What follows belongs to an exercise in optimizing a design on an open flow for small area, a short achievable clock period and few clock cycles per item; a production flow would make more cautious choices. In this exercise RTL edits were held to simulation tests only and were not proved equivalent to the original. No activity file was given, so power comes from the tool's default toggle rates.

Setup of exp/lagoon:
// tea_interface
module tea_interface(
    input [63:0] in,
    input mode,
    input reset,
    input write,
    input clk,
    output [63:0] out,
    output out_ready
);
Size: about 2,000 cells after synthesis, ~230 flip-flops, roughly 130 I/O pins, roughly 0.016 mm2 of cells after synthesis.
Settings: LEC_CHECK=0, ABC_AREA=1, CAP_MARGIN=20, CORE_MARGIN=2, CORE_UTILIZATION=40, CTS_CLUSTER_DIAMETER=60, CTS_CLUSTER_SIZE=20, SLEW_MARGIN=20; clock period 12.0 ns.
standard.sh (not shown) runs the stock make flow with config.mk's settings and CLKGATE_MAP_FILE= SYNTH_SCRIPT=/design/flow/synth_recipe.tcl, a recipe that flattens the netlist after the stock synthesis.
==> flow/flow/run.sh <==
#!/bin/bash
# The standard layout, with two changes:
# - timing repair treats paths with less than MARGIN ns of slack as failing,
#   so it speeds up the design below the clock period;
# - the buffer on each input and output port is the smallest buffer.
set -euo pipefail
MARGIN=8
bash standard.sh SETUP_SLACK_MARGIN=$MARGIN \
  "BUFFER_PORTS_ARGS=-buffer_cell sky130_fd_sc_hd__buf_1" \
  finish > standard_finish.log 2>&1
exp/lagoon completed end to end with timing, DRC and antenna clean.
Testbench counts of exp/lagoon, summed over its fixed seeds: cycles 68,736, items 1,024.
Relative to exp/lagoon, the following input files were edited for exp/amber:
==> flow/flow/run.sh <==
#!/bin/bash
# The standard layout, with two changes:
# - timing repair treats paths with less than MARGIN ns of slack as failing,
#   so it speeds up the design below the clock period;
# - the buffer on each input and output port is the smallest buffer.
set -euo pipefail
MARGIN=7
bash standard.sh SETUP_SLACK_MARGIN=$MARGIN \
  "BUFFER_PORTS_ARGS=-buffer_cell sky130_fd_sc_hd__buf_1" \
  finish > standard_finish.log 2>&1
Notes after the runs:
- | hold slack | exp/amber vs exp/lagoon | 0.0040 ns higher |
- Re share of total power in combinational logic: exp/lagoon and exp/amber aren't equal, and the higher value belongs to exp/lagoon.
- Higher measured slew at the worst slew-check pin was reported by exp/lagoon, not exp/amber.
- exp/amber reports a higher time the final worst path needs with I/O delays and setup than exp/lagoon does.
Setup changes, exp/amber to exp/raven
==> flow/flow/run.sh <==
#!/bin/bash
# The standard layout, with two changes:
# - timing repair treats paths with less than MARGIN ns of slack as failing,
#   so it speeds up the design below the clock period;
# - the buffer on each input and output port is the smallest buffer.
set -euo pipefail
MARGIN=7.5
bash standard.sh SETUP_SLACK_MARGIN=$MARGIN \
  "BUFFER_PORTS_ARGS=-buffer_cell sky130_fd_sc_hd__buf_1" \
  finish > standard_finish.log 2>&1
- Number of buffers outside the clock class in the layout: higher on exp/raven
- Higher final critical-path share of the clock period among exp/raven and exp/amber: exp/amber
- In exp/raven, fraction of area in clock buffers and inverters is lower than in exp/amber.
- The run with more routed wire is exp/raven, not exp/amber.
- Number of setup violations in the final report: exp/raven vs exp/amber identical
- Relative to exp/amber, the combinational power of exp/raven is higher by 14%.
- exp/amber tops out at a lower clock frequency than exp/raven.
- Compared with exp/amber, in exp/raven via count of the first global-routing pass moved up; final worst slack moved up.
diff inputs: exp/raven => exp/zinc
- changing CTS_CLUSTER_DIAMETER from 60 to 80
- changing CTS_CLUSTER_SIZE from 20 to 30
Results
- Re final setup skew: exp/zinc is 0.0067 ns up on exp/raven.
- Changes observed in exp/zinc relative to exp/raven: fraction of power consumed by combinational cells increased by 1.8 points relative to the old numbers; filler-free cell count of the finished design dropped 26.
- On power consumption, exp/zinc does better than exp/raven.
- Looking at power density over cell area, exp/zinc sits 3.2 mW/mm2 below exp/raven.
- Share of the cycle needed by the critical path after routing: exp/zinc > exp/raven
- Between exp/raven and exp/zinc, the sum of routed wire length over all layers does not differ in any meaningful way.
- Comparing share of total power in sequential cells for exp/raven and exp/zinc, the bigger number came from exp/zinc.
- On final worst slack: exp/zinc sits below exp/raven.
- Cmp exp/zinc vs exp/raven: core utilization lower in exp/zinc
- The fmax in exp/zinc sits 0.0014 GHz below the value recorded for exp/raven.
diff inputs: exp/zinc => exp/juniper
- PLACE_DENSITY newly set to 0.75
From exp/juniper to exp/zinc, number of well-tap cells placed did not move at all. Per the comparison of exp/juniper with exp/zinc, clock period minus worst slack lower; wire length of the first global-routing pass stayed essentially flat.

## afterwards: timing with drivers on the ports
In the flow no input, the clock included, has a driving cell. The finished layouts below were timed again as built, in two steps.
Step 1 (the two cells are an assumption about what drives the block):
set clk [get_ports {clk}]
set_driving_cell -lib_cell sky130_fd_sc_hd__clkbuf_16 $clk
set_driving_cell -lib_cell sky130_fd_sc_hd__buf_2 [delete_from_list [all_inputs] $clk]
Step 2 moves the port delays by t, midway between the first and last clock arrival at a register: inputs arrive t later, outputs are due t later. That takes back most of the time a late clock gives input paths.
Slacks: ideal / step 1 / step 2; pairs: ideal / step 1.
run | shift t [ns] | setup WS [ns] | worst register clock-pin slew, ns | worst slew at a driven data input, ns
exp/lagoon | 0.609 | 7.531 / 7.531 / 7.531 | 0.08 / 0.08 | 0.04
exp/amber | 0.601 | 7.290 / 7.317 / 6.716 | 0.08 / 0.08 | 0.06
exp/raven | 0.617 | 7.509 / 7.533 / 6.925 | 0.08 / 0.08 | 0.05
exp/zinc | 0.583 | 7.480 / 7.508 / 6.925 | 0.10 / 0.10 | 0.05
exp/juniper | 0.584 | 7.501 / 7.501 / 7.341 | 0.11 / 0.11 | 0.05
After both steps setup and hold are still met in every run listed. For exp/raven, which loses most, drivers alone change the setup slack by +0.024 ns; drivers and shift together by -0.584 ns.
